From an optimization exercise on the open Yosys and OpenROAD flow, aimed at small area and few clock cycles per item; shortcuts taken in it are not production practice.
Only simulation tests tie the RTL to the original design; equivalence was not proved.

Design md5_pipe, start of the top module:
module md5_pipe (
    input          clk,
    input          rst_n,       
    input          in_valid,
    output         in_ready,
    input  [63:0]  msg,         
    output         out_valid,
    output [127:0] hash,        
    output [63:0]  out_msg      
);
assign in_ready = 1'b1;
md5 core (
    .clk      (clk),
    .rst_n    (rst_n),
    .in_valid (in_valid),
    .msg      (msg),
    .out_valid(out_valid),
    .hash     (hash),
    .out_msg  (out_msg)
);
endmodule
==> flow/config.mk <==
export PLATFORM = sky130hd
export DESIGN_NAME = md5_pipe
export DESIGN_NICKNAME = md5_pipe
export VERILOG_FILES = /design/flow/design.v
export SDC_FILE = /design/flow/constraint.sdc
export NUM_CORES = 8
export LEC_CHECK = 0
export CAP_MARGIN = 20
export CORE_MARGIN = 2
export CORE_UTILIZATION = 50
export CTS_BUF_LIST = sky130_fd_sc_hd__clkbuf_16
export CTS_CLUSTER_DIAMETER = 100
export CTS_CLUSTER_SIZE = 24
export GPL_TIMING_DRIVEN = 0
export SLEW_MARGIN = 20
==> flow/constraint.sdc <==
create_clock -name core_clock -period 12.5 [get_ports {clk}]
set_input_delay 2.5000 -clock core_clock [delete_from_list [all_inputs] [get_ports {clk}]]
set_output_delay 2.5000 -clock core_clock [all_outputs]
set_load 0.01 [all_outputs]
standard.sh (not shown) runs the stock make flow with config.mk's settings and CLKGATE_MAP_FILE= SYNTH_SCRIPT=/design/flow/synth_recipe.tcl, a recipe that flattens the netlist after the stock synthesis.
==> flow/flow/run.sh <==
#!/bin/bash
# Own layout flow: the standard ORFS flow (standard.sh, all steps from
# synthesis to the final layout), with one change: synthesis maps the logic
# with the ABC script in flow/abc.script instead of ORFS's abc_speed.script.
# Yosys, register mapping, flattening and renaming are the standard flow's own
# (synth_recipe.tcl), so the registers are the standard synthesis's.
set -euo pipefail
W=$PWD
rm -rf "$W/scripts_mod"
cp -r "$FLOW_HOME/scripts" "$W/scripts_mod"
cp "$W/flow/abc.script" "$W/scripts_mod/abc_speed.script"
bash "$W/standard.sh" SCRIPTS_DIR="$W/scripts_mod" SYNTH_ARGS=-noabc ADDER_MAP_FILE= "CTS_ARGS=-sink_clustering_enable -repair_clock_nets -dont_use_dummy_load -buf_list sky130_fd_sc_hd__clkbuf_8 -sink_clustering_size 15 -sink_clustering_max_diameter 70" finish > "$W/orfs_make.log" 2>&1
==> flow/flow/abc.script <==
strash
dch
amap
buffer -c
topo
stime -c
upsize -c
dnsize -c
The baseline completed, yet does not pass: setup timing.
Testbench counts at the start, summed over its fixed seeds: cycles 6,186, items 6,000.
Change:
--- a/flow/design.v
+++ b/flow/design.v
@@ -40,24 +40,24 @@
 reg [31:0] s29_t58, s29_b58, s29_b57, s29_x59, s29_m0, s29_m1;
 reg [31:0] s30_t60, s30_b60, s30_b59, s30_x61, s30_m0, s30_m1;
 reg [31:0] s31_t62, s31_b62, s31_b61, s31_x63, s31_m0, s31_m1;
 reg [31:1] v;
 always @(posedge clk) begin
     v <= {v[30:1], in_valid} & {31{rst_n}};
 end
 wire [31:0] f0 = (32'hefcdab89 & 32'h98badcfe) | (~32'hefcdab89 & 32'h10325476);
 wire [31:0] x0 = m0_in + 32'h3eafc779;
-wire [31:0] t0 = add32_io(x0, f0);
+wire [31:0] t0 = add32(x0, f0);
 wire [31:0] b1 = 32'hefcdab89 + {t0[24:0], t0[31:25]};
 wire [31:0] f1 = (b1 & 32'hefcdab89) | (~b1 & 32'h98badcfe);
 wire [31:0] x1 = m1_in + 32'hf8fa0bcc;
-wire [31:0] t1 = add32_io(x1, f1);
-wire [31:0] b2 = add32_io(b1, {t1[19:0], t1[31:20]});
+wire [31:0] t1 = add32(x1, f1);
+wire [31:0] b2 = add32(b1, {t1[19:0], t1[31:20]});
 always @(posedge clk) begin
     s1_b2 <= b2;
     s1_b1 <= b1;
     s1_m0 <= m0_in;
     s1_m1 <= m1_in;
 end
 wire [31:0] f2 = (s1_b2 & s1_b1) | (~s1_b2 & 32'hefcdab89);
 wire [31:0] t2 = 32'hbcdb4e59 + f2;
 wire [31:0] b3 = add32(s1_b2, {t2[14:0], t2[31:15]});
@@ -534,83 +534,45 @@
 wire [31:0] px63 = s30_b60 + 32'heb86d391;
 always @(posedge clk) begin
     s31_t62 <= t62;
     s31_b62 <= b62;
     s31_b61 <= b61;
     s31_x63 <= px63;
     s31_m0 <= s30_m0;
     s31_m1 <= s30_m1;
 end
-wire [31:0] b63 = add32_io(s31_b62, {s31_t62[16:0], s31_t62[31:17]});
+wire [31:0] b63 = add32(s31_b62, {s31_t62[16:0], s31_t62[31:17]});
 wire [31:0] f63 = s31_b62 ^ (b63 | ~s31_b61);
-wire [31:0] t63 = add32_io(s31_x63, f63);
+wire [31:0] t63 = add32(s31_x63, f63);
 wire [31:0] hb = b63 + {t63[10:0], t63[31:11]} + 32'hefcdab89;
 wire [31:0] ha = s31_b61 + 32'h67452301;
 wire [31:0] hc = b63 + 32'h98badcfe;
 wire [31:0] hd = s31_b62 + 32'h10325476;
 assign hash = {{ha[7:0], ha[15:8], ha[23:16], ha[31:24]}, {hb[7:0], hb[15:8], hb[23:16], hb[31:24]}, {hc[7:0], hc[15:8], hc[23:16], hc[31:24]}, {hd[7:0], hd[15:8], hd[23:16], hd[31:24]}};
 assign out_msg = {{s31_m0[7:0], s31_m0[15:8], s31_m0[23:16], s31_m0[31:24]}, {s31_m1[7:0], s31_m1[15:8], s31_m1[23:16], s31_m1[31:24]}};
 assign out_valid = v[31];
 function [31:0] add32;    
     input [31:0] a, b;
-    reg [31:0] g, p;
-    reg [15:0] G, P, Gn, Pn;
-    reg [32:0] c;
-    integer l, i;
-    begin
-        g = a & b; p = a ^ b;
-        for (i = 0; i < 16; i = i + 1) begin
-            G[i] = g[2*i+1] | (p[2*i+1] & g[2*i]);
-            P[i] = p[2*i+1] & p[2*i];
-        end
-        for (l = 0; l < 4; l = l + 1) begin
-            Gn = G; Pn = P;
-            for (i = 0; i < 16; i = i + 1)
-                if (((i + 1) % (2 << l)) == 0) begin
-                    Gn[i] = G[i] | (P[i] & G[i - (1 << l)]);
-                    Pn[i] = P[i] & P[i - (1 << l)];
-                end
-            G = Gn; P = Pn;
-        end
-        for (l = 2; l >= 0; l = l - 1) begin
-            Gn = G; Pn = P;
-            for (i = 0; i < 16; i = i + 1)
-                if (((i + 1) % (2 << l)) == (1 << l) && i >= (2 << l)) begin
-                    Gn[i] = G[i] | (P[i] & G[i - (1 << l)]);
-                    Pn[i] = P[i] & P[i - (1 << l)];
-                end
-            G = Gn; P = Pn;
-        end
-        c[0] = 1'b0;
-        for (i = 0; i < 16; i = i + 1) begin
-            c[2*i+1] = g[2*i] | (p[2*i] & c[2*i]);
-            c[2*i+2] = G[i];
-        end
-        add32 = a ^ b ^ c[31:0];
-    end
-endfunction
-function [31:0] add32_io;    
-    input [31:0] a, b;
     reg [31:0] g, p, gn, pn;
     integer l, i, j;
     begin
         g = a & b; p = a ^ b;
         for (l = 0; l < 5; l = l + 1) begin
             gn = g; pn = p;
             for (i = 0; i < 32; i = i + 1)
                 if ((i >> l) & 1) begin
                     j = ((i >> l) << l) - 1;
                     gn[i] = g[i] | (p[i] & g[j]);
                     pn[i] = p[i] & p[j];
                 end
             g = gn; p = pn;
         end
-        add32_io = a ^ b ^ {g[30:0], 1'b0};
+        add32 = a ^ b ^ {g[30:0], 1'b0};
     end
 endfunction
 endmodule
 module md5_pipe (
     input          clk,
     input          rst_n,       
     input          in_valid,
     output         in_ready,
     input  [63:0]  msg,         
=>
- Now the flow went through all stages and came out clean
- final cell count grows by 4.6%
- count of clock-buffer cells in the layout is unchanged
- routed wire length rose by 5.9%
- die area grows by 3.8%
- synthesized area went up by 3.8%
- cell area went up by 3.4%
Testbench counts after the change, summed over its fixed seeds: cycles 6,186, items 6,000.

[separate check: timing with driven ports]
Ports are ideal in the flow. The routed layouts listed here were re-timed in OpenROAD. Step 1 (the two cells are an assumption about what drives the block):
set clk [get_ports {clk}]
set_driving_cell -lib_cell sky130_fd_sc_hd__clkbuf_16 $clk
set_driving_cell -lib_cell sky130_fd_sc_hd__buf_2 [delete_from_list [all_inputs] $clk]
Step 2 times the ports against the registers' clock, not the clock port: input delays grow and output delays shrink by t, the midpoint of the rising clock arrivals with the driver on. Slacks: ideal / step 1 / step 2; pairs: ideal / step 1.
run	t, ns	slack for setup (ns)	slew at the worst register clock pin (ns)
the first run	1.372	-0.015 / -0.164 / -0.418	0.11 / 0.11
the second run	1.379	0.471 / 0.335 / -0.588	0.11 / 0.11
Met with ideal ports but missed after step 2: setup timing in the second run. For the second run, which loses most, drivers alone change the setup slack by -0.136 ns; drivers and shift together by -1.059 ns.
